Context: an optimization exercise on an open-source flow, tuned for small area and a short achievable clock period. The choices shown serve that exercise and are no tape-out recipe.
Function was checked by simulation only, so behaviour that the tests miss may differ from the original.

## top_convolution
module top_convolution#(parameter int IMG_SIZE = 5)(
    input clk,
    input rst,
    input [23:0] in,
    input [71:0] FILTER,
    output reg [(IMG_SIZE-2)*(IMG_SIZE-2)*9-1:0] OUT);
Settings: LEC_CHECK=0, CAP_MARGIN=20, CORE_MARGIN=2, CORE_UTILIZATION=40, CTS_BUF_LIST=sky130_fd_sc_hd__clkbuf_4, SLEW_MARGIN=20, SYNTH_HIERARCHICAL=1, SYNTH_MINIMUM_KEEP_SIZE=0; clock period 17.0 ns.
standard.sh (not shown) runs the stock make flow with config.mk's settings and CLKGATE_MAP_FILE= SYNTH_SCRIPT=/design/flow/synth_recipe.tcl, a recipe that flattens the netlist after the stock synthesis.
==> flow/flow/run.sh <==
#!/bin/bash
# Layout flow: the standard ORFS flow (standard.sh, unchanged synthesis)
# with two settings changed: the port buffers are buf_2 cells instead of the
# default choice, and timing repair aims for 0 ns of setup slack.
set -euo pipefail
export BUFFER_PORTS_ARGS="-buffer_cell sky130_fd_sc_hd__buf_2"
export SETUP_SLACK_MARGIN=0
bash standard.sh > standard_make.log 2>&1
Change:
==> flow/run.sh (new file) <==
#!/bin/bash
# synth_recipe.tcl (not shown) runs the flow's synth.tcl, then flattens the netlist and writes it again
# the make line also repeats each setting of config.mk as NAME=value (left out here)
make -C /OpenROAD-flow-scripts/flow DESIGN_CONFIG=/design/flow/config.mk WORK_HOME=/design/flow/orfs CLKGATE_MAP_FILE= SYNTH_SCRIPT=/design/flow/synth_recipe.tcl finish
--- a/flow/config.mk
+++ b/flow/config.mk
@@ -10,3 +10,2 @@
 export CORE_UTILIZATION = 40
-export CTS_BUF_LIST = sky130_fd_sc_hd__clkbuf_4
 export SLEW_MARGIN = 20
removed: flow/flow/run.sh
removed: flow/standard.sh
Utilization rose by 2.6 points.
Area after synthesis is unchanged.
Wire length shrinks by 0.47%.
First-iteration DRC count drops by 18%.
Change:
==> flow/flow/run.sh (new file) <==
#!/bin/bash
# Layout flow: the standard ORFS flow (standard.sh, unchanged synthesis)
# with two settings changed: the port buffers are buf_2 cells instead of the
# default choice, and timing repair aims for 12 ns of setup slack.
set -euo pipefail
export BUFFER_PORTS_ARGS="-buffer_cell sky130_fd_sc_hd__buf_2"
export SETUP_SLACK_MARGIN=12
bash standard.sh > standard_make.log 2>&1
==> flow/standard.sh (new file) <==
#!/bin/bash
# synth_recipe.tcl (not shown) runs the flow's synth.tcl, then flattens the netlist and writes it again
# the make line also repeats each setting of config.mk as NAME=value (left out here)
make -C /OpenROAD-flow-scripts/flow DESIGN_CONFIG=/design/flow/config.mk WORK_HOME=/design/flow/orfs CLKGATE_MAP_FILE= SYNTH_SCRIPT=/design/flow/synth_recipe.tcl "${@:-finish}"
--- a/flow/config.mk
+++ b/flow/config.mk
@@ -10,2 +10,3 @@
 export CORE_UTILIZATION = 40
+export CTS_BUF_LIST = sky130_fd_sc_hd__clkbuf_4
 export SLEW_MARGIN = 20
removed: flow/run.sh
The new run completed with no timing, DRC or antenna violations.
Worst hold slack is worse by 0.017 ns.
Count of clock-buffer cells in the layout goes up by 74.
Die area stays the same.
Change:
==> flow/flow/run.sh (replaced) <==
#!/bin/bash
# Layout flow: the standard ORFS flow (standard.sh, unchanged synthesis)
# with two settings changed: the port buffers are buf_2 cells instead of the
# default choice, and timing repair aims for 12.5 ns of setup slack.
set -euo pipefail
export BUFFER_PORTS_ARGS="-buffer_cell sky130_fd_sc_hd__buf_2"
export SETUP_SLACK_MARGIN=12.5
bash standard.sh > standard_make.log 2>&1
What happened:
- The changed run passed the timing, design-rule and antenna checks
- sequential cell count is unchanged
- cell area rises by 3.0%
- clock skew is lower by 0.019 ns
- die area does not change
- clock-buffer cell count went down by 9

top_convolution, a different RTL version from the one above (not shown whole).
Size in the first run: about 1300 cells after synthesis.
==> flow/config.mk <==
export PLATFORM = sky130hd
export DESIGN_NAME = top_convolution
export DESIGN_NICKNAME = top_convolution
export VERILOG_FILES = /design/flow/design.v
export SDC_FILE = /design/flow/constraint.sdc
export NUM_CORES = 4
export LEC_CHECK = 0
export CAP_MARGIN = 20
export CORE_MARGIN = 2
export CORE_UTILIZATION = 40
export CTS_BUF_LIST = sky130_fd_sc_hd__clkbuf_16 sky130_fd_sc_hd__clkbuf_8 sky130_fd_sc_hd__clkbuf_4
export SLEW_MARGIN = 20
export SYNTH_HIERARCHICAL = 1
export SYNTH_MINIMUM_KEEP_SIZE = 0
==> flow/constraint.sdc <==
create_clock -name core_clock -period 17.0 [get_ports {clk}]
set_input_delay 3.4000 -clock core_clock [delete_from_list [all_inputs] [get_ports {clk}]]
set_output_delay 3.4000 -clock core_clock [all_outputs]
set_load 0.01 [all_outputs]
==> flow/flow/run.sh <==
#!/bin/bash
# Layout flow: the standard ORFS flow (standard.sh, unchanged synthesis)
# with two settings changed: the port buffers are buf_1 cells instead of the
# default choice, and timing repair aims for 12.5 ns of setup slack.
set -euo pipefail
export BUFFER_PORTS_ARGS="-buffer_cell sky130_fd_sc_hd__buf_1"
export SETUP_SLACK_MARGIN=12.5
bash standard.sh > standard_make.log 2>&1
The starting point ran to the end with no violations.
==> next run, changes <==
--- a/flow/flow/run.sh
+++ b/flow/flow/run.sh
@@ -7,0 +8 @@
+export CTS_ARGS="-sink_clustering_enable -repair_clock_nets -buf_list sky130_fd_sc_hd__clkbuf_16 -sink_clustering_size 30 -sink_clustering_max_diameter 60 -distance_between_buffers 500 -branching_point_buffers_distance 500"
--- a/flow/config.mk
+++ b/flow/config.mk
@@ -11 +11,3 @@
-export CTS_BUF_LIST = sky130_fd_sc_hd__clkbuf_16 sky130_fd_sc_hd__clkbuf_8 sky130_fd_sc_hd__clkbuf_4
+export CTS_BUF_LIST = sky130_fd_sc_hd__clkbuf_16
+export CTS_CLUSTER_DIAMETER = 60
+export CTS_CLUSTER_SIZE = 30
=> The new run completed without violations. Global-route usage is about the same. Die area is unchanged. Sequential cell count is unchanged. Wire length went down by 0.48%. Maximum frequency stays flat. Worst hold slack hardly moves. Critical path depth stays the same. Final cell count came out lower by 0.59%.
==> next run, changes <==
==> flow/flow/run.sh (replaced) <==
#!/bin/bash
# Layout flow: the standard ORFS flow (standard.sh, unchanged synthesis)
# with two settings changed: the port buffers are buf_1 cells instead of the
# default choice, and timing repair aims for 12.3 ns of setup slack.
set -euo pipefail
export BUFFER_PORTS_ARGS="-buffer_cell sky130_fd_sc_hd__buf_1"
export SETUP_SLACK_MARGIN=12.3
bash standard.sh > standard_make.log 2>&1
The new run completed without violations.
Utilization is lower by 0.19 points.
Setup slack loses 0.0039 ns.
Synthesized cell count is unchanged.
First-iteration DRC count went up by about a fifth.
Cell count is about the same.
Register-to-register slack got worse by 0.09 ns.
Flip-flop and latch count does not change.
Die area is unchanged.
Routed wire length decreases by a few percent.
==> next run, changes <==
--- a/flow/flow/run.sh
+++ b/flow/flow/run.sh
@@ -4 +4 @@
-# default choice, and timing repair aims for 12.3 ns of setup slack.
+# default choice, and timing repair aims for 12.5 ns of setup slack.
@@ -7 +7 @@
-export SETUP_SLACK_MARGIN=12.3
+export SETUP_SLACK_MARGIN=12.5
Clock-buffer cell count drops by 2. Design area goes up slightly. Hold slack barely changes. Area after synthesis is unchanged.

[separate check: timing with driven ports]
The flow's constraints put no driver on any port. The routed layouts listed below were extracted and timed again, unchanged, in two steps. Step 1 sets driving cells, clkbuf_16 on the clock port and buf_2 on the other inputs (assumed; they add their load-dependent delay and slew). Step 2 also shifts input and output timing later by t, the mid clock arrival at the registers, as if the neighbouring blocks saw the same clock. a / b / c = ideal ports / drivers / drivers and shift; a / b = the first two.
run | t, ns | setup WS [ns] | hold WS [ns]
the first run of note 1 | 0.768 | 11.449 / 11.449 / 11.449 | 0.308 / 0.308 / 0.308
the second run of note 1 | 0.614 | 11.457 / 11.457 / 11.457 | 0.324 / 0.324 / 0.324
the third run of note 1 | 0.764 | 12.200 / 12.200 / 11.860 | 0.307 / 0.307 / 0.307
the fourth run of note 1 | 0.754 | 12.330 / 12.282 / 11.884 | 0.306 / 0.306 / 0.306
the first run of note 2 | 0.619 | 12.465 / 12.414 / 11.922 | 0.320 / 0.320 / 0.320
the second run of note 2 | 0.603 | 12.469 / 12.419 / 11.940 | 0.322 / 0.322 / 0.322
the third run of note 2 | 0.619 | 12.465 / 12.414 / 11.908 | 0.323 / 0.323 / 0.323
the fourth run of note 2 | 0.603 | 12.469 / 12.419 / 11.940 | 0.322 / 0.322 / 0.322
After both steps every run listed still meets setup and hold. The setup slack of the third run of note 2, which loses most, moves by -0.051 ns with the drivers and by -0.557 ns with both steps.
